This is an optimization exercise on Yosys and OpenROAD, whose aim is small area and a short achievable clock period, not a production implementation.
RTL that was checked went through simulation tests only; none was proved equivalent to the original.
For runs 2 to 4 and 9, only the layout was checked, not whether the RTL still works.
Power and IR drop assume default switching activity.

### flow/flow/run.sh
#!/bin/bash
# Own layout flow: the standard ORFS flow (standard.sh) with these changes:
#  - synthesis maps with the ABC script in flow/abc.script (an area-oriented
#    mapping; OpenROAD's repair steps buffer and size the netlist later),
#  - the port buffers that global placement inserts are buf_1 cells,
#  - clock tree synthesis uses small buffers and no dummy loads.
# Everything else (synthesis script, floorplan, power grid, tap cells,
# placement, CTS, routing) is the standard flow. Each tool's output goes
# to the ORFS logs under orfs/logs; make's own output to flow_make.log.
set -euo pipefail
W=$(pwd)
rm -rf "$W/own_scripts"
cp -r "$FLOW_HOME/scripts" "$W/own_scripts"
cp "$W/flow/abc.script" "$W/own_scripts/abc_area.script"
export SCRIPTS_DIR="$W/own_scripts"
export BUFFER_PORTS_ARGS="-buffer_cell sky130_fd_sc_hd__buf_1"
# clock tree of clkbuf_4 and clkbuf_8 cells, and
# no dummy loads
export CTS_ARGS="-sink_clustering_enable -repair_clock_nets -buf_list \"sky130_fd_sc_hd__clkbuf_4 sky130_fd_sc_hd__clkbuf_8\" -dont_use_dummy_load"
bash "$W/standard.sh" > "$W/flow_make.log" 2>&1
### flow/flow/abc.script
strash
dch
map -D 4000
buffer -c
upsize -c
dnsize -c
### flow/standard.sh
#!/bin/bash
# synth_recipe.tcl (not shown) runs the flow's synth.tcl, then flattens the netlist and writes it again
# the make line also repeats each setting of config.mk as NAME=value (left out here)
make -C /OpenROAD-flow-scripts/flow DESIGN_CONFIG=/design/flow/config.mk WORK_HOME=/design/flow/orfs CLKGATE_MAP_FILE= SYNTH_SCRIPT=/design/flow/synth_recipe.tcl "${@:-finish}"
### flow/config.mk
export PLATFORM = sky130hd
export DESIGN_NAME = arm_exe
export DESIGN_NICKNAME = arm_exe
export VERILOG_FILES = /design/flow/design.v
export SDC_FILE = /design/flow/constraint.sdc
export NUM_CORES = 4
export LEC_CHECK = 0
export ABC_AREA = 1
export CAP_MARGIN = 20
export CORE_MARGIN = 2
export CORE_UTILIZATION = 40
export GPL_TIMING_DRIVEN = 0
export PLACE_DENSITY = 0.6
export SETUP_SLACK_MARGIN = 3.6
export SLEW_MARGIN = 20
### flow/constraint.sdc
create_clock -name core_clock -period 10.0 [get_ports {clk}]
set_input_delay 2.0000 -clock core_clock [delete_from_list [all_inputs] [get_ports {clk}]]
set_output_delay 2.0000 -clock core_clock [all_outputs]
set_load 0.01 [all_outputs]
### flow/design.v
module Val2gen (
    input         m,
    input         I,
    input  [31:0] Val_RM,
    input  [11:0] imm,
    input  [11:0] shift_operand,
    output [31:0] Val2
);
wire [4:0] n   = shift_operand[11:7];
wire [1:0] st  = shift_operand[6:5];
wire       t_lsl = (st == 2'b00);
wire       t_ror = (st == 2'b11);
wire       t_asr = (st == 2'b10);
wire       nm    = ~m;
wire       sh    = nm & ~I;
wire [30:0] hi;
wire [31:0] lo;
genvar i;
generate
    for (i = 0; i < 31; i = i + 1) begin : g_hi
        wire rs = (t_ror & Val_RM[i]) | (t_asr & Val_RM[31]) | (t_lsl & Val_RM[i+1]);
        if (i < 8)
            assign hi[i] = I ? imm[i] : rs;
        else
            assign hi[i] = ~I & rs;
    end
    for (i = 0; i < 32; i = i + 1) begin : g_lo
        if (i < 8)
            assign lo[i] = sh ? (~t_lsl & Val_RM[i]) : imm[i];
        else if (i < 12)
            assign lo[i] = sh ? (~t_lsl & Val_RM[i]) : (m & imm[i]);
        else if (i < 31)
            assign lo[i] = sh & ~t_lsl & Val_RM[i];
        else
            assign lo[i] = sh & (t_lsl ? Val_RM[0] : Val_RM[31]);
    end
endgenerate
wire [4:0] k = {5{nm}} & (I ? {imm[11:8], 1'b0} : (n ^ {5{t_lsl}}));
wire [62:0] s0 = {hi, lo};
wire [46:0] s4 = k[4] ? s0[62:16] : s0[46:0];
wire [38:0] s3 = k[3] ? s4[46:8]  : s4[38:0];
wire [34:0] s2 = k[2] ? s3[38:4]  : s3[34:0];
wire [32:0] s1 = k[1] ? s2[34:2]  : s2[32:0];
assign Val2    = k[0] ? s1[32:1]  : s1[31:0];
endmodule
module ALU (input [3:0] ALU_Comnd,
            input [31:0] Val1, Val2,
            input C,
            output [31:0] ALU_out,
            output [3:0] SR);
wire [3:0] cmd = ALU_Comnd;
wire add   = cmd == 4'b0010;
wire adc   = cmd == 4'b0011;
wire sub   = cmd == 4'b0100;
wire sbc   = cmd == 4'b0101;
wire arith = add | adc | sub | sbc;
wire neg   = sub | sbc;
wire pos   = add | adc;
wire cin   = ((adc | sbc) & C) | sub;
reg [3:0] t;
always @(*) begin
    case (cmd)
    4'b0001: t = 4'b1010;            
    4'b1001: t = 4'b0101;            
    4'b0010, 4'b0011,
    4'b1000: t = 4'b0110;            
    4'b0100, 4'b0101: t = 4'b1001;   
    4'b0110: t = 4'b1000;            
    4'b0111: t = 4'b1110;            
    default: t = 4'b0000;
    endcase
end
wire [31:0] A = Val1, B = Val2;
wire [31:0] X, g, k;
genvar i;
generate
    for (i = 0; i < 32; i = i + 1) begin : g_bit
        assign X[i] = t[{A[i], B[i]}];
        assign g[i] = A[i] & ((B[i] & pos) | (~B[i] & neg));
        assign k[i] = (A[i] & arith) | (B[i] & pos) | (~B[i] & neg);
    end
endgenerate
wire [32:0] c;       
prefix_carry #(.N(32), .TYPE(1)) pc (.g(g), .k(k), .cin(cin), .c(c));
assign ALU_out = X ^ c[31:0];
wire [31:0] zb = ~(X ^ {k[30:0], cin});
wire Z1 = &zb;
wire N1 = ALU_out[31];
wire C1 = c[32] ^ neg;
wire V1 = arith & ~(A[31] ^ B[31] ^ neg) & (A[31] ^ c[31]);
assign SR = {Z1, C1, N1, V1};
endmodule
module prefix_carry #(parameter N = 32, parameter TYPE = 1) (
    input  [N-1:0] g, k,
    input          cin,
    output [N:0]   c
);
localparam L = 5;    
localparam S = 2*L;
wire [N*(S+1)-1:0] G, K;
genvar s, i;
generate
    for (i = 0; i < N; i = i + 1) begin : g_l0
        if (i == 0) begin : g_c
            assign G[0] = g[0] | (k[0] & cin);
            assign K[0] = 1'b0;
        end else begin : g_n
            assign G[i] = g[i];
            assign K[i] = k[i];
        end
    end
    for (s = 1; s <= S; s = s + 1) begin : g_st
        for (i = 0; i < N; i = i + 1) begin : g_b
            localparam integer J =
                (TYPE == 0) ? ((s <= L && i >= (1 << (s-1))) ? i - (1 << (s-1)) : -1) :
                (TYPE == 1) ? ((s <= L && ((i >> (s-1)) & 1)) ? ((i >> (s-1)) << (s-1)) - 1 : -1) :
                (TYPE == 2) ? ((s <= L) ? ((((i + 1) % (1 << s)) == 0) ? i - (1 << (s-1)) : -1)
                                        : ((s < S && ((i + 1) % (1 << (S-s))) == (1 << (S-s-1)) && i >= (1 << (S-s)))
                                              ? i - (1 << (S-s-1)) : -1)) :
                      ((s <= L) ? (((i % 2) == 1 && i >= (1 << (s-1))) ? i - (1 << (s-1)) : -1)
                            : ((s == L+1 && (i % 2) == 0 && i > 0) ? i - 1 : -1));
            if (J >= 0) begin : g_op
                assign G[s*N+i] = G[(s-1)*N+i] | (K[(s-1)*N+i] & G[(s-1)*N+J]);
                assign K[s*N+i] = K[(s-1)*N+i] & K[(s-1)*N+J];
            end else begin : g_pass
                assign G[s*N+i] = G[(s-1)*N+i];
                assign K[s*N+i] = K[(s-1)*N+i];
            end
        end
    end
endgenerate
assign c = {G[S*N +: N], cin};
endmodule
module EXE_stage(
                input [31:0] PC,
                input MEM_R_EN,
                input MEM_W_EN,
                input [3:0] EXE_CMD,
                input S,
                input I,
                input [31:0] Val_RN,
                input [31:0] Val_RM,
                input [11:0] imm,
                input [11:0] shift_operand,
                input signed [23:0] signed_immed_24,
                input [3:0] status,
                output wire [31:0] BranchAddr,
                output [3:0] status_out,
                output wire [31:0] ALU_out
                );
wire [31:0] Val2;
            Val2gen val2gen_instance (
                                      .m(MEM_R_EN|MEM_W_EN),
                                      .I(I),
                                      .Val_RM(Val_RM),
                                      .imm(imm),
                                      .shift_operand(shift_operand),
                                      .Val2(Val2)
                                     );
wire [24:0] ba_lo = {1'b0, PC[25:2]} + {1'b0, signed_immed_24};
wire        ba_c  = ba_lo[24];
wire        ba_s  = signed_immed_24[23];
wire [5:0]  ba_h  = PC[31:26];
wire [5:0]  ba_hi;
genvar j;
generate
    for (j = 0; j < 6; j = j + 1) begin : g_hi
        wire ones  = (j == 0) ? 1'b1 : &ba_h[(j == 0 ? 0 : j-1):0];
        wire zeros = (j == 0) ? 1'b1 : ~|ba_h[(j == 0 ? 0 : j-1):0];
        assign ba_hi[j] = ba_h[j] ^ ((ba_c & ~ba_s & ones) | (~ba_c & ba_s & zeros));
    end
endgenerate
assign BranchAddr = {ba_hi, ba_lo[23:0], PC[1:0]};
            ALU alu_instance(
                             .ALU_Comnd(EXE_CMD),
                             .Val1(Val_RN),
                             .Val2(Val2),
                             .C(status[2]),
                             .ALU_out(ALU_out),
                             .SR(status_out)
                            );
endmodule
module arm_exe (
    input             clk,
    input             rst,
    input      [31:0] PC,
    input             MEM_R_EN,
    input             MEM_W_EN,
    input      [3:0]  EXE_CMD,
    input             I,
    input      [31:0] Val_RN,
    input      [31:0] Val_RM,
    input      [11:0] imm,
    input      [11:0] shift_operand,
    input      [23:0] signed_immed_24,
    input      [3:0]  status,
    output reg [31:0] BranchAddr,
    output reg [3:0]  status_out,
    output reg [31:0] ALU_out
);
wire [31:0] branch_w, alu_w;
wire [3:0]  status_w;
EXE_stage exe (
    .PC(PC), .MEM_R_EN(MEM_R_EN), .MEM_W_EN(MEM_W_EN), .EXE_CMD(EXE_CMD),
    .S(1'b0), .I(I), .Val_RN(Val_RN), .Val_RM(Val_RM), .imm(imm),
    .shift_operand(shift_operand), .signed_immed_24(signed_immed_24),
    .status(status), .BranchAddr(branch_w), .status_out(status_w),
    .ALU_out(alu_w)
);
always @(posedge clk or posedge rst) begin
    if (rst) begin
        BranchAddr <= 32'b0;
        status_out <= 4'b0;
        ALU_out    <= 32'b0;
    end else begin
        BranchAddr <= branch_w;
        status_out <= status_w;
        ALU_out    <= alu_w;
    end
end
endmodule
==> results of run 1 <==
-- cell type report --
type / count / area [um2]
Multi-Input combinational cell: 1141 / 6310
Sequential cell: 67 / 1680
Clock buffer: 9 / 124
Fill cell: 2391 / 11600
Timing Repair Buffer: 216 / 828
Tap cell: 280 / 350
Inverter: 151 / 569
Buffer: 67 / 392
-- how the worst max path moves through the flow --
stage / startpoint / end / cells after the start
2_1_floorplan: PC[2] / BranchAddr[30] / 31
3_3_place_gp: shift_operand[5] / ALU_out[28] / 27
3_5_place_dp: shift_operand[5] / ALU_out[28] / 27
4_1_cts: shift_operand[5] / ALU_out[28] / 27
5_1_grt: shift_operand[6] / ALU_out[28] / 32
6_report: MEM_W_EN / ALU_out[25] / 29
-- worst max-delay path, delay by kind of cell --
kind	cells	cell delay (ns)
AOI/OAI and AO/OA	11	1.98
and+or+nand+nor	11	1.38
buffers and inverters	6	0.78
xor gates and xnor gates	1	0.18
-- power groups by stage --
stage               clock network, mW  logic [mW]  registers [mW]
floorplan                           0       0.384           0.373
global placement                    0       0.610           0.344
detailed placement                  0       0.614           0.345
CTS                             0.190       0.617           0.340
global route                    0.200       0.695           0.344
finish                          0.184       0.630           0.339
-- logic make-up (layout without fill, tap and decap cells) --
group | count (synthesis) | count (layout)
AND/OR/NAND/NOR | 522 | 522
buffers and inverters | 218 | 443
multiplexers | 2 | 2
adder cells (fa/ha/maj) | 28 | 28
XOR/XNOR | 88 | 88
AO/OA/AOI/OAI | 501 | 501
flip-flops | 67 | 67
-- Yosys cell counts, drive strengths merged (4+ instances only) --
library cell | n | area share, %
nand4 | 5 | 0.42
buf | 53 | 3.8
nand3 | 25 | 1.5
o21bai | 4 | 0.34
or2 | 8 | 0.56
o31ai | 7 | 0.65
dfrtp | 67 | 19
xor2 | 61 | 6.1
o22ai | 7 | 0.56
inv | 147 | 6.2
nor4 | 7 | 0.49
nand2 | 337 | 14
xnor2 | 27 | 2.7
ha | 26 | 3.7
a22oi | 22 | 1.9
a31oi | 26 | 2.2
a21oi | 128 | 7.3
o211ai | 14 | 1.2
clkbuf | 14 | 0.63
nor3 | 11 | 0.91
nor2 | 129 | 5.8
clkinv | 4 | 0.17
o21ai | 268 | 17
a211oi | 9 | 0.82
-- cells in the final DEF (no fill, tap or decap), drive strengths merged, types with 4 or more instances in the layout --
master  instances
nand2         337
buf           268
o21ai         268
inv           147
nor2          129
a21oi         128
dfrtp          67
xor2           61
xnor2          27
ha             26
a31oi          26
nand3          25
clkbuf         24
a22oi          22
o211ai         14
nor3           11
a211oi          9
or2             8
nor4            7
o31ai           7
o22ai           7
nand4           5
o21bai          4
clkinv          4
-- layer usage --
layer	vias up	routed length, um	GRT usage [%]
met1	4805	14900	37.4
met2	449	15000	45.5
met4	0	1000	9.30
met3	70	2720	5.27
li1	5238	-	-
met5	-	0	0
-- flip-flops by register name, summed over array words and instances, names as in the netlist --
name,cells
ALU_out,31
status_out,4
BranchAddr,32
-- repair_timing --
| action | 4_1_cts | 5_1_grt |
|---|---|---|
| setup endpoints to repair | 0 | 20 |
| hold buffers | 0 | 0 |
| resized for setup | 0 | 11 |
-- metrics by stage --
step                utilization, %  hold slack (ns)  setup slack (ns)  instance area, um2
floorplan                        -             2.03              4.61                8890
global placement              46.1             2.11              3.52               10100
detailed placement            46.2             2.01              3.52               10100
CTS                           46.8             1.60              3.90               10200
global route                  46.9             1.63              3.59               10200
finish                        46.9             1.60              3.96               10200
==> out/results.txt, run 1 <==
status = no timing/DRC/antenna violations
initial core utilization = 40.8%
H-tree levels = 3
Flop pwr share = 29.4%
die height = 153 um
Synth Area in Simple Gates = 24.0%
Clock Path Buffers = 2
Crit. End Element = register
Post-Synth Adder-Cell Area = 4.01%
final RePlAce weighted congestion = 0.977
Top FF cell, synth = dfrtp_1
Overall Power = 1.15 mW
Root Buffer Master = clkbuf_8
DRC = 0
CTS Sinks = 67
clock network fraction of total power = 16.0%
first-pass GRT wire length = 52.4 mm
pin count of the biggest net entering global routing = 42
Tot GR Track Use = 28.0%
Net Sw Power = 0.543 mW
CP max stage cell = buf_2
Via density = 5.47
Die ar. = 23400 um2
Yosys reg bits = 67
register area share after synthesis = 18.8%
nets@finish = 1837
Routed WL = 33.7 mm
clock transition at the registers of the reported paths = 0.08 ns
RSZ-0062 raised after global routing = yes
CTS tree = done
drt first pass iters = 5
Yosys warnings = 2
Final Hold Viols = 0
Pwr Density = 113 nW/um2
TritonCTS Buffers = 9
ys async rst share = 100%
Post-Synthesis Cells = 1426
cell-internal power = 0.610 mW
CP Data Arrival Time = 6.31 ns
combinational fraction of design power = 54.6%
routed len/inst = 17.4 um
# diodes = 0
fmax = 165 MHz
initial antenna violation count = 0
P_leak = 4.66 nW
Core Area = 21800 um2
worst endpoint required time = 10.27 ns
setup bufs post-CTS = 0
largest family of logic cells by synthesized area = compound AO/OA/AOI/OAI gates
drt first-iter violations = 1001
Distinct cells, synth = 66
post-DP HPWL = 27.6 mm
Worst Setup Path Type = in2reg
mux cell area share after synthesis = 0.239%
vias in the first global route = 9828
IO buf count = 215
Tmin final = 6.04 ns
VDD IR max = 0.0000470 V
placed insts = 1922
fin cells = 1931
worst-path fanout max = 10
crit share post-route = 60.4%
switching share of total power = 47.1%
synthesized area per cell = 6.24 um2
I/O pin total = 225
XOR/XNOR Fraction of Synth Area = 8.83%
# setup viols final = 0
Post-synth EDFFs = 0
share of layout cells above drive strength 1 = 9.99%
Slew Viols, Final = 0
Die Width = 153 um
Slowest Stage Delay on Critical Path = 0.29 ns
total grt overflow = 0
via count = 10600
number of routed nets with antenna violations = 0
max cap viols = 0
Post-Syn Nets = 1610
startpoint types = input pin
post-synthesis compound-gate area fraction = 33.3%
Synth Cell Area = 8890 um2
Slew @ Worst Pin = 0.976 ns
Setup TNS = 0 ns
row count = 54
slew margin rel. = 34.4%
Area Overhead vs Synth = 15.2%
Hold/Removal Path Class = in2async
==> inputs of run 2 (changes only) <==
--- a/flow/design.v
+++ b/flow/design.v
@@ -81,7 +81,7 @@
     end
 endgenerate
 wire [32:0] c;       
-prefix_carry #(.N(32), .TYPE(1)) pc (.g(g), .k(k), .cin(cin), .c(c));
+prefix_carry #(.N(32), .TYPE(0)) pc (.g(g), .k(k), .cin(cin), .c(c));
 assign ALU_out = X ^ c[31:0];
 wire [31:0] zb = ~(X ^ {k[30:0], cin});
 wire Z1 = &zb;
==> flow/flow/abc.script (replaced) <==
strash
dch
map -D 3500
buffer -c
upsize -c
dnsize -c
--- a/flow/config.mk
+++ b/flow/config.mk
@@ -9,7 +9,6 @@
 export CAP_MARGIN = 20
 export CORE_MARGIN = 2
 export CORE_UTILIZATION = 40
-export GPL_TIMING_DRIVEN = 0
 export PLACE_DENSITY = 0.6
 export SETUP_SLACK_MARGIN = 3.6
 export SLEW_MARGIN = 20
==> out/results.txt, run 2 <==
total grt overflow = 0
I/O pin total = 225
fmax = 164 MHz
crit share post-route = 60.9%
number of routed nets with antenna violations = 0
largest cells by area after synthesis = dfrtp_1 (18%), nand2_1 (16%), o21ai_0 (8.1%)
Tot GR Track Use = 24.3%
area of the multi-input gates = 6930 um2
Post-Synth Adder-Cell Area = 3.66%
slew margin rel. = 36.9%
TritonCTS Buffers = 9
drt first-iter violations = 891
Hold Buf Count CTS = 0
routed len/inst = 15.0 um
Post-Syn Nets = 1768
final RePlAce weighted congestion = 0.962
min-delay src = PC[0]
Via density = 5.25
share of layout cells above drive strength 1 = 6.94%
Slew @ Worst Pin = 0.946 ns
vias in the first global route = 9888
crit-path most repeated cell = nand2_1
# fillers = 2601
Slew Viols, Final = 0
Synth Cell Area = 9440 um2
metal1 wirelength = 14.1 mm
Die Width = 158 um
drt first pass iters = 5
clock transition at the registers of the reported paths = 0.09 ns
first-pass GRT wire length = 48.3 mm
pin count of the biggest net entering global routing = 68
Largest Register = BranchAddr
max reg flops = 32
max cap viols = 0
most frequent cells in the layout = nand2_1 (408), buf_1 (215), nor2_1 (172)
Core Area = 23300 um2
Crit. End Element = register
placed insts = 2061
initial antenna violation count = 0
uppermost layer routed = met4
IO buf count = 216
Post-synth EDFFs = 0
Pwr Density = 104 nW/um2
Tmin final = 6.09 ns
Register Area = 1680 um2
initial core utilization = 40.4%
XOR/XNOR Fraction of Synth Area = 8.63%
largest family of logic cells by synthesized area = compound AO/OA/AOI/OAI gates
post-synth top area share = 17.8%
met3 routed WL = 2.23 mm
VDD IR max = 0.0000556 V
Worst Setup Path Type = in2reg
Min Hold Slack = 1.72 ns
DRC = 0
CP max stage cell = o21ai_4
Slowest Stage Delay on Critical Path = 0.46 ns
post-synthesis compound-gate area fraction = 30.3%
most common cell in the synthesized netlist = nand2_1
Area Overhead vs Synth = 14.8%
synthesized area per cell = 5.96 um2
Post-Synthesis Cells = 1584
H-tree levels = 3
RSZ-0062 raised after global routing = yes
Clock Path Buffers = 2
nets@finish = 1959
worst endpoint required time = 10.29 ns
top post-synthesis cells by count = nand2_1 (408), nor2_1 (177), inv_1 (159), o21ai_0 (152), a21oi_1 (118)
family with the most delay on the worst path = compound AO/OA/AOI/OAI gates
ys async rst share = 100%
register area share after synthesis = 17.8%
status = no timing/DRC/antenna violations
Setup TNS = 0 ns
CTS Sinks = 67
Die ar. = 24800 um2
row count = 56
startpoint types = input pin
CP Buf/Inv Count = 4
Routed WL = 31.3 mm
Final Hold Viols = 0
worst setup path start = shift_operand[5]
WL met2 = 14.3 mm
post-DP HPWL = 24.3 mm
fin cells = 2092
P_leak = 4.84 nW
Yosys reg bits = 67
Hold/Removal Path Class = in2reg
CTS tree = done
Synth Area in Simple Gates = 28.8%
die height = 158 um
most common cell after layout, fill and taps aside = nand2_1
# diodes = 0
Root Buffer Master = clkbuf_8
biggest regs = BranchAddr: 32 flops, ALU_out: 31 flops, status_out: 4 flops
worst-path fanout max = 35
# setup viols final = 0
via count = 11000
CP Data Arrival Time = 6.38 ns
mux cell area share after synthesis = 0.212%
Yosys warnings = 2
Top FF cell, synth = dfrtp_1
Distinct cells, synth = 54
Synth area leader = dfrtp_1
## run 2: cell types whose count changed after synthesis, sizes merged, moves of 6 or more
| cell | delta |
|---|---|
| o21a | +7 |
| nor2 | +55 |
| clkbuf | +17 |
| o211ai | +27 |
| xor2 | -6 |
| nand2 | +75 |
| a31oi | -10 |
| inv | +24 |
| buf | -17 |
| nand3 | +9 |
| xnor2 | +11 |
| o21ai | -11 |
## run 2: cell type report
type                    count  area share, %
multi-input cells        1284           63.9
repair inverters            1         0.0462
flip-flops and latches     67           15.5
clock buffers               9           1.14
well taps                 319           3.68
repair buffers            240           9.48
inverters                 172           6.24
## run 2: what timing repair did
| item | CTS | global route |
|---|---|---|
| cloned | 2 | 5 |
| gates resized for setup | 13 | 23 |
| buffers inserted | 0 | 15 |
| pin swaps | 2 | 11 |
| setup endpoints to repair | 28 | 22 |
## run 2: worst paths after layout
kind	end	slack, ns	cells after the start
max	ALU_out[26]	3.91	26
max in group asynchronous	BranchAddr[15]	7.58	3
min in group asynchronous	BranchAddr[0]	1.82	3
min	BranchAddr[0]	1.72	1
## run 2: metal layers
layer	track usage [%]	vias up
li1	-	5650
met1	31.7	4902
met2	41.1	381
met3	4.11	44
met4	7.32	0
met5	0	-
## run 2: stage by stage
stage / total power [mW] / area (um2) / setup WS (ns) / util [%]
after global placement: 0.927 / 10400 / 2.34 / 44.5
final: 1.13 / 10800 / 3.91 / 46.4
after floorplan: 0.764 / 9440 / 4.47 / -
after CTS: 1.12 / 10600 / 3.61 / 45.2
after global routing: 1.23 / 10800 / 3.58 / 46.4
after detailed placement: 0.933 / 10400 / 2.26 / 44.5
## run 2: cells by family after synthesis
logic type,after synthesis
AND/OR/NAND/NOR,667
AO/OA/AOI/OAI,489
buffers and inverters,239
XOR/XNOR,93
flip-flops,67
adder cells (fa/ha/maj),27
multiplexers,2
## run 2: power by group
| group | total (mW) | internal [mW] | switching, mW |
|---|---|---|---|
| clock | 0.180 | 0.0802 | 0.0993 |
| combinational | 0.607 | 0.205 | 0.403 |
| sequential | 0.339 | 0.326 | 0.0131 |
==> inputs of run 3 (changes only) <==
--- a/flow/design.v
+++ b/flow/design.v
@@ -9,8 +9,6 @@
 wire [4:0] n   = shift_operand[11:7];
 wire [1:0] st  = shift_operand[6:5];
 wire       t_lsl = (st == 2'b00);
-wire       t_ror = (st == 2'b11);
-wire       t_asr = (st == 2'b10);
 wire       nm    = ~m;
 wire       sh    = nm & ~I;
 wire [30:0] hi;
@@ -18,11 +16,20 @@
 genvar i;
 generate
     for (i = 0; i < 31; i = i + 1) begin : g_hi
-        wire rs = (t_ror & Val_RM[i]) | (t_asr & Val_RM[31]) | (t_lsl & Val_RM[i+1]);
-        if (i < 8)
+        reg rs;
+        always @(*) begin
+            case (st)
+            2'b00:   rs = Val_RM[i+1];
+            2'b01:   rs = 1'b0;
+            2'b10:   rs = Val_RM[31];
+            default: rs = Val_RM[i];
+            endcase
+        end
+        if (i < 8) begin : g_i
             assign hi[i] = I ? imm[i] : rs;
-        else
+        end else begin : g_z
             assign hi[i] = ~I & rs;
+        end
     end
     for (i = 0; i < 32; i = i + 1) begin : g_lo
         if (i < 8)
@@ -81,7 +88,7 @@
     end
 endgenerate
 wire [32:0] c;       
-prefix_carry #(.N(32), .TYPE(0)) pc (.g(g), .k(k), .cin(cin), .c(c));
+prefix_carry #(.N(32), .TYPE(1)) pc (.g(g), .k(k), .cin(cin), .c(c));
 assign ALU_out = X ^ c[31:0];
 wire [31:0] zb = ~(X ^ {k[30:0], cin});
 wire Z1 = &zb;
==> out/results.txt, run 3 <==
P_leak = 4.74 nW
initial antenna violation count = 0
Routed WL = 28.1 mm
clock network fraction of total power = 15.9%
crit share post-route = 60.6%
switching share of total power = 45.2%
Synth Cell Area = 8900 um2
routed len/inst = 14.6 um
Root Buffer Master = clkbuf_8
WP depth = 30
most common cell after layout, fill and taps aside = nand2_1
placed insts = 1897
via count = 10100
# fillers = 2379
Core Area = 21800 um2
synthesized area per cell = 6.11 um2
DRC = 0
Largest Register = BranchAddr
Slew @ Worst Pin = 1.01 ns
initial core utilization = 40.8%
share of layout cells above drive strength 1 = 8.17%
VDD IR max = 0.0000611 V
nets@finish = 1826
CP max stage cell = or2_4
Area Overhead vs Synth = 13.8%
Register Area = 1680 um2
Overall Power = 1.11 mW
final RePlAce weighted congestion = 0.923
combinational fraction of design power = 53.6%
CP Data Arrival Time = 6.29 ns
most frequent cells in the layout = nand2_1 (397), buf_1 (214), a21oi_1 (139)
post-DP HPWL = 21.0 mm
Die ar. = 23500 um2
CTS tree = done
max reg flops = 32
IO buf count = 216
H-tree levels = 3
Top FF cell, synth = dfrtp_1
total grt overflow = 0
# diodes = 0
Crit. End Element = register
area of the multi-input gates = 6350 um2
Via density = 5.26
drt first pass iters = 7
Tmin final = 6.06 ns
die height = 153 um
Tot GR Track Use = 22.9%
Net Sw Power = 0.503 mW
Flop pwr share = 30.4%
status = no timing/DRC/antenna violations
TritonCTS Buffers = 9
register area share after synthesis = 18.8%
top post-synthesis cells by count = nand2_1 (398), a21oi_1 (141), inv_1 (136), o21ai_0 (127), o21ai_1 (105)
Die Width = 153 um
Slowest Stage Delay on Critical Path = 0.30 ns
largest cells by area after synthesis = dfrtp_1 (19%), nand2_1 (17%), a21oi_1 (7.9%)
worst endpoint required time = 10.23 ns
cell-internal power = 0.609 mW
family with the most delay on the worst path = simple AND/OR/NAND/NOR gates
Clock Path Buffers = 2
Post-Syn Nets = 1641
Pwr Density = 110 nW/um2
biggest regs = BranchAddr: 32 flops, ALU_out: 31 flops, status_out: 4 flops
slew margin rel. = 32.4%
most common cell in the synthesized netlist = nand2_1
startpoint types = input pin
Distinct cells, synth = 62
drt first-iter violations = 723
CP endpoint = ALU_out[26]
clock transition at the registers of the reported paths = 0.09 ns
fmax = 165 MHz
Post-Synthesis Cells = 1457
pin count of the biggest net entering global routing = 68
row count = 54
ys async rst share = 100%
worst-path fanout max = 25
Post-synth EDFFs = 0
fin cells = 1920
Synth area leader = dfrtp_1
number of routed nets with antenna violations = 0
Yosys reg bits = 67
first-pass GRT wire length = 44.7 mm
Yosys warnings = 3
CTS Sinks = 67
vias in the first global route = 9149
Worst Setup Path Type = in2reg
Slew Viols, Final = 0
RSZ-0062 raised after global routing = no
# setup viols final = 0
worst setup path start = shift_operand[5]
I/O pin total = 225
post-synth top area share = 18.8%
Setup TNS = 0 ns
Final Hold Viols = 0
Hold/Removal Path Class = in2reg
max cap viols = 0
CP Buf/Inv Count = 8
-- run 3: changes by cell type in the layout (fill, tap and decap cells not counted), moves of 5 or more --
cell      delta
o21ai_1     +24
inv_1       -22
o21ai_0     -29
o21ai_2      -5
a21oi_1     +22
nand3_1     -18
nand2_1     -11
inv_2       +12
a221oi_1     +6
nor2_1      -78
xor2_1       +6
a211oi_1     -5
o211ai_1    -31
-- run 3: worst min-delay path by stage --
stage                     start       endpoint  slack (ns)  depth (start not counted)
after CTS                 PC[0]  BranchAddr[0]        1.70                          1
after detailed placement  PC[0]  BranchAddr[0]        2.10                          1
after global routing      PC[0]  BranchAddr[0]        1.71                          1
final                     PC[0]  BranchAddr[0]        1.72                          1
after global placement    PC[1]  BranchAddr[1]        2.10                          1
after floorplan           PC[0]  BranchAddr[0]        2.03                          0
-- run 3: per-stage QoR --
stage	area [um2]	utilization, %	hold slack [ns]	setup slack [ns]
CTS	10000	45.8	1.70	3.66
detailed placement	9820	45.0	2.10	2.60
finish	10100	46.4	1.72	3.94
global route	10100	46.4	1.71	3.60
global placement	9820	45.0	2.10	2.69
floorplan	8900	-	2.03	4.19
-- run 3: power by group through the flow --
stage / registers, mW / clock network [mW] / logic, mW
floorplan: 0.374 / 0 / 0.388
global placement: 0.343 / 0 / 0.575
detailed placement: 0.344 / 0 / 0.580
CTS: 0.339 / 0.186 / 0.587
global route: 0.344 / 0.196 / 0.673
finish: 0.338 / 0.177 / 0.596
-- run 3: kinds of logic after synthesis --
logic type      synth area share, %
flops                          18.8
buf+inv                        11.3
compound gates                 30.5
xor+xnor                       9.43
simple gates                   25.8
fa+ha+maj                      3.88
mux                           0.351
-- run 3: final cells by class --
cell class | count | share of cell area, %
repair buffers | 240 | 9.81
multi-input cells | 1162 | 62.7
flip-flops and latches | 67 | 16.6
well taps | 280 | 3.46
repair inverters | 1 | 0.0494
clock buffers | 9 | 1.22
inverters | 161 | 6.18
-- run 3: per-layer routing --
metal,part of all wire (%),track usage (%),routed length [um]
met1,45,29.6,12700
met2,46,39.4,12900
met3,6.4,3.94,1810
met4,2.4,6.44,667
met5,0,0,0
-- run 3: timing repair --
action | CTS | global route
cloned | 2 | 2
buffers inserted | 3 | 7
pin swaps | 1 | 4
setup endpoints to repair | 24 | 27
hold buffers | 0 | 0
resized for setup | 5 | 23
==> inputs of run 4 (changes only) <==
--- a/flow/flow/run.sh
+++ b/flow/flow/run.sh
@@ -1,7 +1,7 @@
 #!/bin/bash
 # Own layout flow: the standard ORFS flow (standard.sh) with these changes:
-#  - synthesis maps with the ABC script in flow/abc.script (an area-oriented
-#    mapping; OpenROAD's repair steps buffer and size the netlist later),
+#  - synthesis maps with the ABC script in flow/abc.script (map with a
+#    3.5 ns delay target and area recovery, in place of ORFS's own scripts),
 #  - the port buffers that global placement inserts are buf_1 cells,
 #  - clock tree synthesis uses small buffers and no dummy loads.
 # Everything else (synthesis script, floorplan, power grid, tap cells,
--- a/flow/config.mk
+++ b/flow/config.mk
@@ -10,5 +10,5 @@
 export CORE_MARGIN = 2
 export CORE_UTILIZATION = 40
 export PLACE_DENSITY = 0.6
-export SETUP_SLACK_MARGIN = 3.6
+export SETUP_SLACK_MARGIN = 3.8
 export SLEW_MARGIN = 20
==> out/results.txt, run 4 <==
Yosys reg bits = 67
Slowest Stage Delay on Critical Path = 0.32 ns
Worst Setup Path Type = in2reg
clock transition at the registers of the reported paths = 0.09 ns
crit-path most repeated cell = o21ai_2
IO buf count = 216
Yosys warnings = 3
share of layout cells above drive strength 1 = 10.2%
RSZ-0062 raised after global routing = yes
TritonCTS Buffers = 9
CTS tree = done
DRC = 0
crit share post-route = 60.0%
Tmin final = 6.00 ns
final RePlAce weighted congestion = 0.923
synthesized area per cell = 6.11 um2
Area Overhead vs Synth = 17.0%
# setup viols final = 0
VDD IR max = 0.0000611 V
Routed WL = 28.6 mm
I/O pin total = 225
startpoint types = input pin
# diodes = 0
uppermost layer routed = met4
initial core utilization = 40.8%
design area = 10400 um2
Clock Path Buffers = 2
Crit. End Element = register
number of routed nets with antenna violations = 0
status = no timing/DRC/antenna violations
Synth area leader = dfrtp_1
Post-synth EDFFs = 0
Root Buffer Master = clkbuf_8
met3 routed WL = 2.05 mm
most common cell in the synthesized netlist = nand2_1
max reg flops = 32
worst endpoint required time = 10.23 ns
CP Data Arrival Time = 6.22 ns
Synth Cell Area = 8900 um2
Distinct cells, synth = 62
Top FF cell, synth = dfrtp_1
Setup TNS = 0 ns
slew margin rel. = 32.0%
Post-Synth Adder-Cell Area = 3.88%
Via density = 5.29
P_leak = 4.83 nW
metal1 wirelength = 12.7 mm
pin count of the biggest net entering global routing = 68
Min Hold Slack = 1.72 ns
total grt overflow = 0
post-synthesis compound-gate area fraction = 30.5%
Core Area = 21800 um2
routed len/inst = 14.8 um
fmax = 167 MHz
Pwr Density = 108 nW/um2
area of placed instances = 9820 um2
most frequent cells in the layout = nand2_1 (397), buf_1 (214), a21oi_1 (138)
Largest Register = BranchAddr
drt first pass iters = 8
post-synth top area share = 18.8%
die height = 153 um
CP max stage cell = or2_4
nets@finish = 1841
post-DP HPWL = 21.0 mm
Slew @ Worst Pin = 1.02 ns
initial antenna violation count = 0
Die Width = 153 um
drt first-iter violations = 838
Post-Syn Nets = 1641
Overall Power = 1.13 mW
row count = 54
largest cells by area after synthesis = dfrtp_1 (19%), nand2_1 (17%), a21oi_1 (7.9%)
mux cell area share after synthesis = 0.351%
top post-synthesis cells by count = nand2_1 (398), a21oi_1 (141), inv_1 (136), o21ai_0 (127), o21ai_1 (105)
most common cell after layout, fill and taps aside = nand2_1
largest family of logic cells by synthesized area = compound AO/OA/AOI/OAI gates
max cap viols = 0
hold path depth = 1
worst-path fanout max = 12
Synth Area in Simple Gates = 25.8%
WL met2 = 13.2 mm
Slew Viols, Final = 0
register area share after synthesis = 18.8%
Tot GR Track Use = 23.0%
H-tree levels = 3
Die ar. = 23500 um2
Post-Synthesis Cells = 1457
CTS Sinks = 67
ys async rst share = 100%
via count = 10200
Final Hold Viols = 0
XOR/XNOR Fraction of Synth Area = 9.43%
biggest regs = BranchAddr: 32 flops, ALU_out: 31 flops, status_out: 4 flops
first-pass GRT wire length = 44.7 mm
vias in the first global route = 9178
Hold/Removal Path Class = in2reg
-- run 4: what timing repair did --
item	CTS	global route
hold buffers	0	0
buffers inserted	6	16
gates cloned	2	5
gates resized for setup	7	62
setup endpoints to repair	26	29
pin swaps	2	11
-- run 4: area by class of cell --
type	instances	area, um2
clock buffers	9	124
fillers	2351	11400
inverters	161	639
multi-input cells	1164	6500
flip-flops and latches	67	1680
well taps	280	350
repair buffers	252	1110
repair inverters	2	10.0
-- run 4: final timing paths --
path / from / end / slack, ns
setup / recovery: shift_operand[6] / ALU_out[26] / 4.00
hold / removal: PC[0] / BranchAddr[0] / 1.72
max in group asynchronous: rst / ALU_out[30] / 7.56
min in group asynchronous: rst / BranchAddr[5] / 1.86
-- run 4: logic make-up after synthesis --
group                    Yosys count
AND/OR/NAND/NOR                  556
AO/OA/AOI/OAI                    478
buffers and inverters            231
XOR/XNOR                          95
flip-flops                        67
adder cells (fa/ha/maj)           27
multiplexers                       3
-- run 4: layer usage --
metal / track usage [%] / vias to the layer above
met5: 0 / -
li1: - / 5227
met2: 39.5 / 402
met3: 3.94 / 54
met4: 6.44 / 0
met1: 29.6 / 4548
-- run 4: stage by stage --
| step | cells | worst slack (ns) | utilization, % |
|---|---|---|---|
| after floorplan | 1457 | 4.19 | - |
| final | 1935 | 4.00 | 47.7 |
| after global placement | 1897 | 2.69 | 45.0 |
| after detailed placement | 1897 | 2.60 | 45.0 |
| after global routing | 1935 | 3.75 | 47.7 |
| after CTS | 1914 | 3.78 | 45.9 |
-- run 4: power breakdown --
group / total, mW / switching (mW) / internal, mW / leakage (nW)
registers: 0.338 / 0.0142 / 0.324 / 0.789
clock network: 0.177 / 0.0967 / 0.0801 / 0.0647
logic: 0.612 / 0.400 / 0.212 / 3.98
-- run 4: worst max-delay path, delay by kind of cell --
| kind | cells | cell delay [ns] |
|---|---|---|
| AO/OA/AOI/OAI | 9 | 1.27 |
| AND/OR/NAND/NOR | 12 | 1.80 |
| XOR/XNOR | 2 | 0.42 |
| buffers and inverters | 6 | 0.70 |
==> inputs of run 5 (changes only) <==
--- a/flow/design.v
+++ b/flow/design.v
@@ -9,6 +9,8 @@
 wire [4:0] n   = shift_operand[11:7];
 wire [1:0] st  = shift_operand[6:5];
 wire       t_lsl = (st == 2'b00);
+wire       t_ror = (st == 2'b11);
+wire       t_asr = (st == 2'b10);
 wire       nm    = ~m;
 wire       sh    = nm & ~I;
 wire [30:0] hi;
@@ -16,20 +18,11 @@
 genvar i;
 generate
     for (i = 0; i < 31; i = i + 1) begin : g_hi
-        reg rs;
-        always @(*) begin
-            case (st)
-            2'b00:   rs = Val_RM[i+1];
-            2'b01:   rs = 1'b0;
-            2'b10:   rs = Val_RM[31];
-            default: rs = Val_RM[i];
-            endcase
-        end
-        if (i < 8) begin : g_i
+        wire rs = (t_ror & Val_RM[i]) | (t_asr & Val_RM[31]) | (t_lsl & Val_RM[i+1]);
+        if (i < 8)
             assign hi[i] = I ? imm[i] : rs;
-        end else begin : g_z
+        else
             assign hi[i] = ~I & rs;
-        end
     end
     for (i = 0; i < 32; i = i + 1) begin : g_lo
         if (i < 8)
==> flow/flow/abc.script (replaced) <==
strash
dch
map -D 3000
buffer -c
upsize -c
dnsize -c
--- a/flow/config.mk
+++ b/flow/config.mk
@@ -10,5 +10,5 @@
 export CORE_MARGIN = 2
 export CORE_UTILIZATION = 40
 export PLACE_DENSITY = 0.6
-export SETUP_SLACK_MARGIN = 3.8
+export SETUP_SLACK_MARGIN = 3.6
 export SLEW_MARGIN = 20
==> out/results.txt, run 5 <==
Post-synth EDFFs = 0
P_leak = 4.54 nW
crit-path most repeated cell = o21ai_1
H-tree levels = 3
Yosys reg bits = 67
initial antenna violation count = 0
Flop pwr share = 30.1%
Core Area = 22400 um2
I/O pin total = 225
CP Cell Sequence = clkbuf_2, nor2_8, xnor2_4, nand2_2, nand2_8, o21ai_0, o21ai_1, mux2i_1, or2_0, o21ai_1, inv_1, o21ai_1, o21ai_0, a21oi_1, nor2_1, a22oi_1, o22ai_1, nor2_4, nor2_1, o2111ai_1, nand2_1
initial core utilization = 40.5%
pin count of the biggest net entering global routing = 68
# setup viols final = 0
top post-synthesis cells by count = nand2_1 (346), o21ai_1 (128), a21oi_1 (119), inv_1 (111), o21ai_0 (110)
Largest Register = BranchAddr
Post-Synthesis Cells = 1434
Slew @ Worst Pin = 0.999 ns
Crit. End Element = register
switching share of total power = 46.3%
Die Width = 155 um
Final Hold Viols = 0
max cap viols = 0
status = no timing/DRC/antenna violations
Die ar. = 23900 um2
Tmin final = 6.07 ns
CTS Sinks = 67
slew margin rel. = 33.3%
first-pass GRT wire length = 48.9 mm
routed len/inst = 16.5 um
Overall Power = 1.13 mW
Slowest Stage Delay on Critical Path = 0.41 ns
CP Data Arrival Time = 6.31 ns
register area share after synthesis = 18.5%
CTS tree = done
via count = 10500
TritonCTS Buffers = 9
Net Sw Power = 0.524 mW
share of layout cells above drive strength 1 = 8.61%
vias in the first global route = 9546
RSZ-0062 raised after global routing = no
total grt overflow = 0
clock network fraction of total power = 15.6%
post-synth top area share = 18.5%
worst endpoint required time = 10.23 ns
fmax = 165 MHz
drt first-iter violations = 841
largest cells by area after synthesis = dfrtp_1 (18%), nand2_1 (14%), o21ai_1 (7.1%)
# diodes = 0
Pwr Density = 111 nW/um2
Setup TNS = 0 ns
worst-path fanout max = 46
Worst Setup Path Type = in2reg
Root Buffer Master = clkbuf_8
startpoint types = input pin
crit share post-route = 60.7%
final RePlAce weighted congestion = 0.968
Synth Cell Area = 9080 um2
Post-Syn Nets = 1618
IO buf count = 216
VDD IR max = 0.0000486 V
clock transition at the registers of the reported paths = 0.07 ns
combinational fraction of design power = 54.3%
Synth area leader = dfrtp_1
row count = 55
Distinct cells, synth = 65
max reg flops = 32
Clock Path Buffers = 2
drt first pass iters = 6
Tot GR Track Use = 25.4%
ys async rst share = 100%
number of routed nets with antenna violations = 0
Hold/Removal Path Class = in2reg
die height = 155 um
synthesized area per cell = 6.33 um2
biggest regs = BranchAddr: 32 flops, ALU_out: 31 flops, status_out: 4 flops
CP max stage cell = o21ai_1
most common cell after layout, fill and taps aside = nand2_1
Yosys warnings = 2
Routed WL = 31.4 mm
post-DP HPWL = 23.9 mm
DRC = 0
most frequent cells in the layout = nand2_1 (344), buf_1 (213), o21ai_1 (129)
cell-internal power = 0.607 mW
nets@finish = 1800
Util after Layout = 45.6%
most common cell in the synthesized netlist = nand2_1
Via density = 5.53
Area Overhead vs Synth = 12.7%
Top FF cell, synth = dfrtp_1
Hold Buf Count CTS = 0
Slew Viols, Final = 0
==> run 5: critical path, delay by kind of cell <==
family / cells / cell delay (ns)
buffers and inverters: 2 / 0.26
muxes: 1 / 0.14
and+or+nand+nor: 8 / 1.54
xor gates and xnor gates: 1 / 0.23
AOI/OAI and AO/OA: 9 / 2.10
==> run 5: per-stage QoR <==
step           hold WS (ns)  cells  instance area, um2  worst slack (ns)
4_1_cts                1.74   1893               10100              3.62
2_1_floorplan          2.03   1434                9080              4.61
5_1_grt                1.75   1899               10200              3.61
3_3_place_gp           2.10   1882                9950              2.28
6_report               1.76   1899               10200              3.93
3_5_place_dp           2.10   1882                9950              2.28
==> run 5: final cells by class <==
cell class | count | area (um2)
Inverter | 135 | 519
Sequential cell | 67 | 1680
Tap cell | 285 | 357
Multi-Input combinational cell | 1167 | 6580
Fill cell | 2449 | 12200
Timing Repair Buffer | 236 | 971
Clock buffer | 9 | 124
==> run 5: what timing repair did <==
item,CTS,global route
buffers inserted,0,4
cloned,2,2
resized for setup,5,22
setup endpoints to repair,28,24
pin swaps,1,3
==> run 5: power by group through the flow <==
stage / Sequential [mW] / Combinational (mW) / Clock [mW]
final: 0.341 / 0.614 / 0.177
after global routing: 0.346 / 0.683 / 0.194
after CTS: 0.341 / 0.604 / 0.184
after detailed placement: 0.347 / 0.600 / 0
after global placement: 0.345 / 0.593 / 0
after floorplan: 0.373 / 0.390 / 0
==> run 5: logic make-up after synthesis <==
kind of cell	count (synthesis)	share of synthesized area (%)
simple gates	543	25.3
mux	9	1.01
fa+ha+maj	28	3.93
flops	67	18.5
xor+xnor	76	7.54
buf+inv	204	10.3
compound gates	507	33.5
==> run 5: worst paths after layout <==
check	from	end	slack, ns	depth (start not counted)
worst max-delay path	shift_operand[5]	ALU_out[25]	3.93	21
worst min-delay path	PC[1]	BranchAddr[1]	1.76	1
max in group asynchronous	rst	ALU_out[18]	7.53	3
min in group asynchronous	rst	BranchAddr[3]	1.88	3
==> run 5: metal layers <==
metal  vias up  track usage (%)  share of wire [%]
li1       5228                -                  -
met1      4707             32.6                 44
met2       488             43.2                 46
met3        80             3.61                7.1
met4         0             9.44                3.3
met5         -                0                  0
==> inputs of run 6 (changes only) <==
==> flow/flow/abc.script (replaced) <==
strash
dch
map -D 3500
buffer -c
upsize -c
dnsize -c
==> out/results.txt, run 6 <==
status = no timing/DRC/antenna violations
Tot GR Track Use = 25.6%
P_leak = 4.52 nW
synthesized area per cell = 6.23 um2
Tmin final = 6.05 ns
Via density = 5.43
VDD IR max = 0.0000609 V
top post-synthesis cells by count = nand2_1 (336), a21oi_1 (125), o21ai_0 (123), nor2_1 (120), o21ai_1 (119)
CP Buf/Inv Count = 5
Core Area = 21800 um2
Hold/Removal Path Class = in2reg
slew margin rel. = 38.1%
vias in the first global route = 9682
TritonCTS Buffers = 9
register area share after synthesis = 18.9%
total grt overflow = 0
CP Data Arrival Time = 6.29 ns
Min Hold Slack = 1.76 ns
number of routed nets with antenna violations = 0
post-synth top area share = 18.9%
RSZ-0062 raised after global routing = no
die height = 153 um
Post-Syn Nets = 1612
Slew Viols, Final = 0
pin count of the biggest net entering global routing = 68
Final Hold Viols = 0
Routed WL = 30.7 mm
Yosys warnings = 2
Crit. End Element = register
ys async rst share = 100%
Die ar. = 23400 um2
Post-Synthesis Cells = 1428
max cap viols = 0
CP endpoint = status_out[0]
WP depth = 27
largest cells by area after synthesis = dfrtp_1 (19%), nand2_1 (14%), a21oi_1 (7.0%)
Util after Layout = 46.3%
Register Area = 1680 um2
Overall Power = 1.13 mW
routed len/inst = 16.2 um
IO buf count = 216
Synth Cell Area = 8890 um2
Clock Path Buffers = 2
final RePlAce weighted congestion = 0.971
H-tree levels = 3
Yosys reg bits = 67
Hold Buf Count CTS = 0
drt first pass iters = 6
I/O pin total = 225
CTS tree = done
Root Buffer Master = clkbuf_8
crit share post-route = 60.5%
share of layout cells above drive strength 1 = 9.12%
most common cell in the synthesized netlist = nand2_1
initial core utilization = 40.7%
Pwr Density = 112 nW/um2
Slew @ Worst Pin = 0.923 ns
pre-CTS setup slack = 2.18 ns
Largest Register = BranchAddr
worst setup path start = shift_operand[5]
startpoint types = input pin
Worst Setup Path Type = in2reg
CP max stage cell = nor2_8
max reg flops = 32
DRC = 0
CTS Sinks = 67
via count = 10300
Distinct cells, synth = 61
Synth area leader = dfrtp_1
# fillers = 2431
row count = 54
initial antenna violation count = 0
worst endpoint required time = 10.24 ns
Die Width = 153 um
# setup viols final = 0
most frequent cells in the layout = nand2_1 (336), buf_1 (213), a21oi_1 (123)
area of the multi-input gates = 6320 um2
Setup WS post-layout = 3.95 ns
worst-path fanout max = 36
family with the most delay on the worst path = simple AND/OR/NAND/NOR gates
first-pass GRT wire length = 49.0 mm
biggest regs = BranchAddr: 32 flops, ALU_out: 31 flops, status_out: 4 flops
fmax = 165 MHz
drt first-iter violations = 987
Top FF cell, synth = dfrtp_1
Slowest Stage Delay on Critical Path = 0.28 ns
Setup TNS = 0 ns
nets@finish = 1798
Post-synth EDFFs = 0
clock transition at the registers of the reported paths = 0.07 ns
Area Overhead vs Synth = 13.5%
most common cell after layout, fill and taps aside = nand2_1
post-DP HPWL = 23.5 mm
-- run 6: changes by cell type after synthesis, sizes merged, moves of 4 or more --
cell   change
xor2       +8
mux2i      -8
nor3       -4
a21o       -4
a21oi      +7
o21a       -5
inv       +17
xnor2      +4
nand3     -19
nor2      +17
nand2      -8
-- run 6: worst min-delay path by stage --
| stage | from | to | slack (ns) | depth (start not counted) |
|---|---|---|---|---|
| finish | PC[1] | BranchAddr[1] | 1.76 | 1 |
| global route | PC[1] | BranchAddr[1] | 1.75 | 1 |
| CTS | PC[1] | BranchAddr[1] | 1.74 | 1 |
| detailed placement | PC[1] | BranchAddr[1] | 2.10 | 1 |
| global placement | PC[1] | BranchAddr[1] | 2.11 | 1 |
| floorplan | PC[0] | BranchAddr[0] | 2.03 | 0 |
-- run 6: through the flow --
step	cell area, um2	std cells
after global routing	10100	1892
final	10100	1893
after global placement	9780	1870
after CTS	9980	1886
after detailed placement	9780	1870
after floorplan	8890	1428
-- run 6: what timing repair did --
item / CTS / global route
pin swaps: 1 / 2
buffers inserted: 4 / 4
gates cloned: 3 / 2
endpoints found under the setup margin: 30 / 24
gates resized for setup: 12 / 19
-- run 6: per-layer routing --
metal	track usage, %	up-vias	wire length (um)
met4	9.22	0	917
met3	4.68	67	2390
li1	-	5159	-
met5	0	-	0
met1	34.1	4622	13500
met2	41.5	440	14000
-- run 6: layout make-up --
type | instances | share of cell area [%]
timing repair buffer | 238 | 9.96
clock buffer | 9 | 1.23
sequential | 67 | 16.6
tap | 280 | 3.47
inverter | 151 | 5.94
multi-input combinational | 1145 | 62.6
antenna | 1 | 0.0248
timing repair inverter | 2 | 0.124
-- run 6: kinds of logic after synthesis --
family                   count (synthesis)  synth area share [%]
AND/OR/NAND/NOR                        522                  24.2
AO/OA/AOI/OAI                          503                  33.1
buffers and inverters                  219                  10.8
XOR/XNOR                                88                  8.88
flip-flops                              67                  18.9
adder cells (fa/ha/maj)                 28                  4.01
multiplexers                             1                 0.127
-- run 6: power breakdown --
part           internal (mW)  switching (mW)
clock network         0.0801           0.100
registers              0.324          0.0137
logic                  0.201           0.409
==> inputs of run 7 (changes only) <==
--- a/flow/config.mk
+++ b/flow/config.mk
@@ -10,5 +10,5 @@
 export CORE_MARGIN = 2
 export CORE_UTILIZATION = 40
 export PLACE_DENSITY = 0.6
-export SETUP_SLACK_MARGIN = 3.6
+export SETUP_SLACK_MARGIN = 3.8
 export SLEW_MARGIN = 20
==> out/results.txt, run 7 <==
status = no timing/DRC/antenna violations
vias in the first global route = 9681
RSZ-0062 raised after global routing = yes
Area Overhead vs Synth = 15.2%
Crit. End Element = register
Root Buffer Master = clkbuf_8
Setup TNS = 0 ns
most common cell after layout, fill and taps aside = nand2_1
number of routed nets with antenna violations = 0
combinational fraction of design power = 54.5%
initial core utilization = 40.7%
register area share after synthesis = 18.9%
DRC = 0
drt first-iter violations = 991
# setup viols final = 0
Post-Synthesis Cells = 1428
worst-path fanout max = 36
startpoint types = input pin
row count = 54
Yosys warnings = 2
Net Sw Power = 0.528 mW
most common cell in the synthesized netlist = nand2_1
synthesized area per cell = 6.23 um2
placed insts = 1870
biggest regs = BranchAddr: 32 flops, ALU_out: 31 flops, status_out: 4 flops
Via density = 5.46
post-DP HPWL = 23.5 mm
Largest Register = BranchAddr
Hold/Removal Path Class = in2reg
first-pass GRT wire length = 49.1 mm
crit share post-route = 58.5%
Routed WL = 30.9 mm
initial antenna violation count = 0
clock transition at the registers of the reported paths = 0.07 ns
Pwr Density = 111 nW/um2
Post-Syn Nets = 1612
Synth area leader = dfrtp_1
CTS Sinks = 67
drt first pass iters = 7
Overall Power = 1.14 mW
share of layout cells above drive strength 1 = 9.95%
max reg flops = 32
Slew Viols, Final = 0
ys async rst share = 100%
routed len/inst = 16.3 um
nets@finish = 1804
switching share of total power = 46.4%
clock network fraction of total power = 15.8%
IO buf count = 216
die height = 153 um
fmax = 171 MHz
pre-CTS setup slack = 2.18 ns
pin count of the biggest net entering global routing = 68
fin cells = 1899
Setup WS post-layout = 4.15 ns
Flop pwr share = 29.7%
Core Area = 21800 um2
Slew @ Worst Pin = 0.948 ns
# fillers = 2432
Yosys reg bits = 67
Tot GR Track Use = 25.7%
CP Data Arrival Time = 6.12 ns
cell-internal power = 0.609 mW
most frequent cells in the layout = nand2_1 (336), buf_1 (213), a21oi_1 (123)
P_leak = 4.58 nW
slew margin rel. = 36.4%
final RePlAce weighted congestion = 0.971
TritonCTS Buffers = 9
Tmin final = 5.85 ns
largest cells by area after synthesis = dfrtp_1 (19%), nand2_1 (14%), a21oi_1 (7.0%)
I/O pin total = 225
Worst Setup Path Type = in2reg
total grt overflow = 0
Distinct cells, synth = 61
Clock Path Buffers = 2
top post-synthesis cells by count = nand2_1 (336), a21oi_1 (125), o21ai_0 (123), nor2_1 (120), o21ai_1 (119)
Die ar. = 23400 um2
Post-synth EDFFs = 0
worst endpoint required time = 10.27 ns
Final Hold Viols = 0
Synth Cell Area = 8890 um2
Die Width = 153 um
post-synth top area share = 18.9%
VDD IR max = 0.0000609 V
max cap viols = 0
H-tree levels = 3
via count = 10400
CTS tree = done
Top FF cell, synth = dfrtp_1
## run 7: worst paths after layout
check	startpoint	to	slack, ns	depth (start not counted)
min in group asynchronous	rst	BranchAddr[25]	1.85	3
min	PC[1]	BranchAddr[1]	1.76	1
max	shift_operand[6]	ALU_out[28]	4.15	27
max in group asynchronous	rst	ALU_out[8]	7.58	3
## run 7: cells by family (layout without fill, tap and decap cells)
logic type                 count (synthesis)  after routing  synth area share (%)
adders and majority gates                 28             28                  4.01
and+or+nand+nor                          522            526                  24.2
AOI/OAI and AO/OA                        503            504                  33.1
xor gates and xnor gates                  88             88                  8.88
DFF                                       67             67                  18.9
buffers and inverters                    219            404                  10.8
other                                      0              1                     0
muxes                                      1              1                 0.127
## run 7: worst max-delay path: stages
cell and delay [ns]:
clkbuf_2 0.19, nor2_8 0.23, xnor2_4 0.16, nand2_4 0.14, nand2_8 0.16, clkinv_8 0.16
o21ai_1 0.30, o21ai_2 0.11, a21boi_1 0.22, nand2_1 0.09, nand2_1 0.11, o21ai_2 0.09
nand2_1 0.08, o21ai_1 0.09, o21ai_2 0.19, o21ai_2 0.09, a22oi_2 0.28, nor3_2 0.10
o2111ai_1 0.19, nand2_1 0.17, inv_2 0.12, nor3_2 0.04, or2_4 0.29, nand2_4 0.12
inv_2 0.04, a21oi_1 0.15, xnor2_1 0.17
## run 7: per-layer routing
layer  track usage [%]  vias to the layer above  share of wire, %
li1                  -                     5184                 -
met1              34.3                     4675                44
met2              41.5                      433                45
met3              4.82                       69               7.7
met4              9.22                        0               2.8
met5                 0                        -                 0
## run 7: what timing repair did
item / CTS / global route
cloned: 4 / 3
hold buffers: 0 / 0
hold endpoints to repair: 0 / 0
setup buffers: 4 / 8
resized for setup: 15 / 36
pin swaps: 2 / 4
endpoints found under the setup margin: 32 / 24
## run 7: cell type report
type	count	area (um2)	area share (%)
Tap cell	280	350	3.42
Timing Repair inverter	2	12.5	0.122
Inverter	151	609	5.95
Clock buffer	9	124	1.21
Sequential cell	67	1680	16.4
Antenna cell	1	2.50	0.0244
Multi-Input combinational cell	1147	6430	62.8
Timing Repair Buffer	242	1040	10.2
## run 7: power groups by stage
stage,clock network [mW],logic [mW],registers (mW)
global placement,0,0.590,0.342
global route,0.199,0.690,0.343
finish,0.180,0.619,0.337
CTS,0.188,0.602,0.338
detailed placement,0,0.594,0.343
floorplan,0,0.386,0.373
## run 7: stage by stage
step,hold slack (ns),area [um2],util [%]
2_1_floorplan,2.03,8890,-
3_3_place_gp,2.11,9780,44.8
3_5_place_dp,2.10,9780,44.8
4_1_cts,1.74,10000,45.8
5_1_grt,1.75,10200,46.9
6_report,1.76,10200,47.0
==> inputs of run 8 (changes only) <==
--- a/flow/config.mk
+++ b/flow/config.mk
@@ -10,5 +10,5 @@
 export CORE_MARGIN = 2
 export CORE_UTILIZATION = 40
 export PLACE_DENSITY = 0.6
-export SETUP_SLACK_MARGIN = 3.8
+export SETUP_SLACK_MARGIN = 4.0
 export SLEW_MARGIN = 20
==> out/results.txt, run 8 <==
status = no timing/DRC/antenna violations
Slew Viols, Final = 0
CTS Sinks = 67
most common cell in the synthesized netlist = nand2_1
CTS tree = done
synthesized area per cell = 6.23 um2
nets@finish = 1822
min-delay src = PC[1]
via count = 10500
worst setup path start = shift_operand[6]
biggest regs = BranchAddr: 32 flops, ALU_out: 31 flops, status_out: 4 flops
Core Area = 21800 um2
Top FF cell, synth = dfrtp_1
Synth area leader = dfrtp_1
Crit. End Element = register
Slew @ Worst Pin = 0.936 ns
initial core utilization = 40.7%
Pwr Density = 110 nW/um2
CP Data Arrival Time = 6.00 ns
Post-Synth Adder-Cell Area = 4.01%
number of routed nets with antenna violations = 0
Setup TNS = 0 ns
fmax = 174 MHz
total grt overflow = 0
Clock Path Buffers = 2
VDD IR max = 0.0000630 V
max cap viols = 0
drt first-iter violations = 1001
CP Buf/Inv Count = 5
Yosys reg bits = 67
Post-synth EDFFs = 0
Die Width = 153 um
Tmin final = 5.75 ns
largest family of logic cells by synthesized area = compound AO/OA/AOI/OAI gates
post-DP HPWL = 23.5 mm
top post-synthesis cells by count = nand2_1 (336), a21oi_1 (125), o21ai_0 (123), nor2_1 (120), o21ai_1 (119)
Overall Power = 1.15 mW
register area share after synthesis = 18.9%
startpoint types = input pin
clock transition at the registers of the reported paths = 0.07 ns
share of layout cells above drive strength 1 = 11.9%
P_leak = 4.69 nW
XOR/XNOR Fraction of Synth Area = 8.88%
CP max stage cell = o21ai_1
largest cells by area after synthesis = dfrtp_1 (19%), nand2_1 (14%), a21oi_1 (7.0%)
Via density = 5.49
Post-Syn Nets = 1612
row count = 54
most frequent cells in the layout = nand2_1 (335), buf_1 (213), a21oi_1 (119), o21ai_0 (119), nor2_1 (114)
ys async rst share = 100%
Largest Register = BranchAddr
family with the most delay on the worst path = simple AND/OR/NAND/NOR gates
max reg flops = 32
Synth Area in Simple Gates = 24.2%
H-tree levels = 3
placed insts = 1870
post-synth top area share = 18.9%
Die ar. = 23400 um2
routed len/inst = 16.4 um
I/O pin total = 225
vias in the first global route = 9722
# setup viols final = 0
post-synthesis compound-gate area fraction = 33.1%
initial antenna violation count = 0
fin cells = 1917
crit share post-route = 57.5%
RSZ-0062 raised after global routing = yes
die height = 153 um
slew margin rel. = 37.2%
TritonCTS Buffers = 9
mux cell area share after synthesis = 0.127%
Distinct cells, synth = 61
Yosys warnings = 2
Slowest Stage Delay on Critical Path = 0.37 ns
Routed WL = 31.4 mm
worst endpoint required time = 10.24 ns
drt first pass iters = 5
Post-Synthesis Cells = 1428
Final Hold Viols = 0
Tot GR Track Use = 25.8%
pin count of the biggest net entering global routing = 68
Synth Cell Area = 8890 um2
first-pass GRT wire length = 49.3 mm
final RePlAce weighted congestion = 0.971
Area Overhead vs Synth = 18.3%
Hold/Removal Path Class = in2reg
IO buf count = 216
most common cell after layout, fill and taps aside = nand2_1
DRC = 0
Root Buffer Master = clkbuf_8
Worst Setup Path Type = in2reg
worst-path fanout max = 9
==> run 8: what timing repair did <==
item                       CTS  global route
pin swaps                    2            13
setup buffers                5            23
resized for setup           18            62
gates cloned                 5             4
setup endpoints to repair   32            27
hold buffers                 0             0
==> run 8: final cells by class <==
type,instances,area [um2]
well taps,280,350
fillers,2401,11300
repair inverters,2,12.5
multi-input cells,1147,6500
diodes,1,2.50
inverters,151,613
clock buffers,9,124
flip-flops and latches,67,1680
repair buffers,260,1240
==> run 8: cell families (layout without fill, tap and decap cells) <==
family                   Yosys count  in the layout
AO/OA/AOI/OAI                    503            504
flip-flops                        67             67
other                              0              1
adder cells (fa/ha/maj)           28             28
buffers and inverters            219            422
multiplexers                       1              1
AND/OR/NAND/NOR                  522            526
XOR/XNOR                          88             88
==> run 8: worst paths after layout <==
kind                                   to  cells after the start
max                         status_out[0]                     27
min                         BranchAddr[1]                      1
max in group asynchronous      ALU_out[8]                      3
min in group asynchronous  BranchAddr[25]                      3
==> run 8: per-layer routing <==
layer / share of wire [%] / vias up / GRT usage, %
met1: 44 / 4734 / 34.7
met5: 0 / - / 0
met2: 45 / 490 / 41.8
met3: 7.9 / 62 / 4.65
met4: 2.8 / 0 / 8.99
li1: - / 5230 / -
==> run 8: where the power goes <==
part | internal (mW) | total, mW | leakage, nW | switching, mW
Combinational | 0.215 | 0.636 | 3.83 | 0.421
Clock | 0.0801 | 0.180 | 0.0647 | 0.100
Sequential | 0.324 | 0.337 | 0.801 | 0.0138
Total | 0.619 | 1.15 | 4.69 | 0.535
==> run 8: per-stage QoR <==
stage          hold slack (ns)  utilization [%]  setup WS, ns  area [um2]
2_1_floorplan             2.03                -          4.61        8890
3_3_place_gp              2.11             44.8          2.21        9780
3_5_place_dp              2.10             44.8          2.18        9780
4_1_cts                   1.74             45.9          4.01       10000
5_1_grt                   1.75             48.2          3.96       10500
6_report                  1.76             48.2          4.25       10500
==> inputs of run 9 (changes only) <==
--- a/flow/design.v
+++ b/flow/design.v
@@ -81,7 +81,7 @@
     end
 endgenerate
 wire [32:0] c;       
-prefix_carry #(.N(32), .TYPE(1)) pc (.g(g), .k(k), .cin(cin), .c(c));
+prefix_carry #(.N(32), .TYPE(3)) pc (.g(g), .k(k), .cin(cin), .c(c));
 assign ALU_out = X ^ c[31:0];
 wire [31:0] zb = ~(X ^ {k[30:0], cin});
 wire Z1 = &zb;
--- a/flow/config.mk
+++ b/flow/config.mk
@@ -10,5 +10,5 @@
 export CORE_MARGIN = 2
 export CORE_UTILIZATION = 40
 export PLACE_DENSITY = 0.6
-export SETUP_SLACK_MARGIN = 4.0
+export SETUP_SLACK_MARGIN = 3.6
 export SLEW_MARGIN = 20
==> out/results.txt, run 9 <==
status = no timing/DRC/antenna violations
Via density = 5.40
Final Hold Viols = 0
pre-CTS setup slack = 2.80 ns
Hold/Removal Path Class = in2async
drt first-iter violations = 673
placed insts = 1882
VDD IR max = 0.0000587 V
nets@finish = 1818
Distinct cells, synth = 65
Yosys warnings = 2
Post-synth EDFFs = 0
die height = 154 um
synthesized area per cell = 6.27 um2
Die Width = 154 um
Yosys reg bits = 67
initial antenna violation count = 0
I/O pin total = 225
most common cell after layout, fill and taps aside = nand2_1
Crit. End Element = register
post-synth top area share = 18.6%
Pwr Density = 106 nW/um2
Slew Viols, Final = 0
final RePlAce weighted congestion = 0.968
Setup TNS = 0 ns
TritonCTS Buffers = 9
Hold Buf Count CTS = 0
CP max stage cell = a31oi_1
CTS Sinks = 67
Root Buffer Master = clkbuf_8
Worst Setup Path Type = in2reg
initial core utilization = 41.0%
Routed WL = 29.9 mm
ys async rst share = 100%
Post-Synthesis Cells = 1435
# diodes = 0
biggest regs = BranchAddr: 32 flops, ALU_out: 31 flops, status_out: 4 flops
Top FF cell, synth = dfrtp_1
Die ar. = 23700 um2
most common cell in the synthesized netlist = nand2_1
P_leak = 4.46 nW
Setup WS post-layout = 3.87 ns
most frequent cells in the layout = nand2_1 (336), buf_1 (214), a21oi_1 (148)
largest cells by area after synthesis = dfrtp_1 (19%), nand2_1 (14%), a21oi_1 (8.3%)
Synth Cell Area = 8990 um2
post-DP HPWL = 22.9 mm
max reg flops = 32
Synth area leader = dfrtp_1
max cap viols = 0
# setup viols final = 0
Tmin final = 6.13 ns
Clock Path Buffers = 2
IO buf count = 216
top post-synthesis cells by count = nand2_1 (337), a21oi_1 (149), o21ai_0 (118), inv_1 (117), nor2_1 (112)
worst endpoint required time = 10.20 ns
DRC = 0
crit-path most repeated cell = nand2_1
crit share post-route = 61.3%
first-pass GRT wire length = 46.6 mm
Tot GR Track Use = 24.1%
row count = 54
H-tree levels = 3
Slew @ Worst Pin = 1.05 ns
clock transition at the registers of the reported paths = 0.08 ns
CTS tree = done
number of routed nets with antenna violations = 0
total grt overflow = 0
Largest Register = BranchAddr
via count = 10300
RSZ-0062 raised after global routing = yes
worst-path fanout max = 13
fmax = 163 MHz
register area share after synthesis = 18.6%
startpoint types = input pin
routed len/inst = 15.6 um
CP Data Arrival Time = 6.33 ns
vias in the first global route = 9176
fin cells = 1912
pin count of the biggest net entering global routing = 53
share of layout cells above drive strength 1 = 10.2%
Post-Syn Nets = 1619
slew margin rel. = 30.3%
drt first pass iters = 6
Slowest Stage Delay on Critical Path = 0.28 ns
Area Overhead vs Synth = 14.7%
Core Area = 22000 um2
run 9: metal layers:
metal	global-route usage, %	routed length (um)	vias to the layer above
met1	32.1	13400	4643
met3	2.59	1810	35
met5	0	0	-
li1	-	-	5252
met2	41.2	14000	393
met4	7.12	629	0
run 9: layout make-up:
type,count,area (um2)
clock buffers,9,124
fillers,2447,11600
inverters,151,594
multi-input cells,1158,6510
flip-flops and latches,67,1680
well taps,280,350
repair buffers,247,1060
run 9: worst max path at each step:
stage,from,cells after the start,slack [ns],end
floorplan,I,28,4.49,status_out[2]
CTS,shift_operand[5],26,3.60,status_out[2]
global placement,MEM_W_EN,29,2.77,status_out[2]
detailed placement,MEM_W_EN,29,2.80,status_out[2]
global route,I,30,3.55,status_out[0]
finish,shift_operand[5],28,3.87,status_out[2]
run 9: logic make-up (layout without fill, tap and decap cells):
kind of cell | count (synthesis) | count (layout) | share of synthesized area (%)
buffers and inverters | 214 | 407 | 10.5
AOI/OAI and AO/OA | 505 | 505 | 33.3
DFF | 67 | 67 | 18.6
and+or+nand+nor | 527 | 531 | 24.4
adders and majority gates | 27 | 27 | 3.84
muxes | 3 | 3 | 0.334
xor gates and xnor gates | 92 | 92 | 9.04
run 9: timing repair:
item | 4_1_cts | 5_1_grt
cloned | 2 | 2
endpoints found under the setup margin | 14 | 17
setup buffers | 1 | 16
pin swaps | 2 | 8
resized for setup | 8 | 36
run 9: worst max-delay path: cells and delay by family:
kind,cells,cell delay [ns]
compound gates,8,1.43
xor+xnor,1,0.14
buf+inv,5,0.85
simple gates,14,1.89
run 9: per-stage QoR:
stage | hold slack (ns) | cell area [um2] | util [%] | total power, mW
6_report | 1.59 | 10300 | 47.0 | 1.10
5_1_grt | 1.61 | 10300 | 47.0 | 1.19
2_1_floorplan | 2.03 | 8990 | - | 0.745
4_1_cts | 1.57 | 10100 | 45.9 | 1.09
3_5_place_dp | 1.97 | 9900 | 45.1 | 0.908
3_3_place_gp | 1.95 | 9900 | 45.1 | 0.901
run 9: where the power goes:
part	leakage, nW	switching (mW)	internal [mW]
clock network	0.0647	0.0921	0.0802
registers	0.803	0.0140	0.323
logic	3.59	0.387	0.200

Setup slack of run 9, layout unchanged: 3.874 ns with ideal ports, 3.893 ns with driving cells assumed (clock clkbuf_16, inputs buf_2), 3.519 ns with port delays also shifted by the 0.374 ns mid clock arrival.
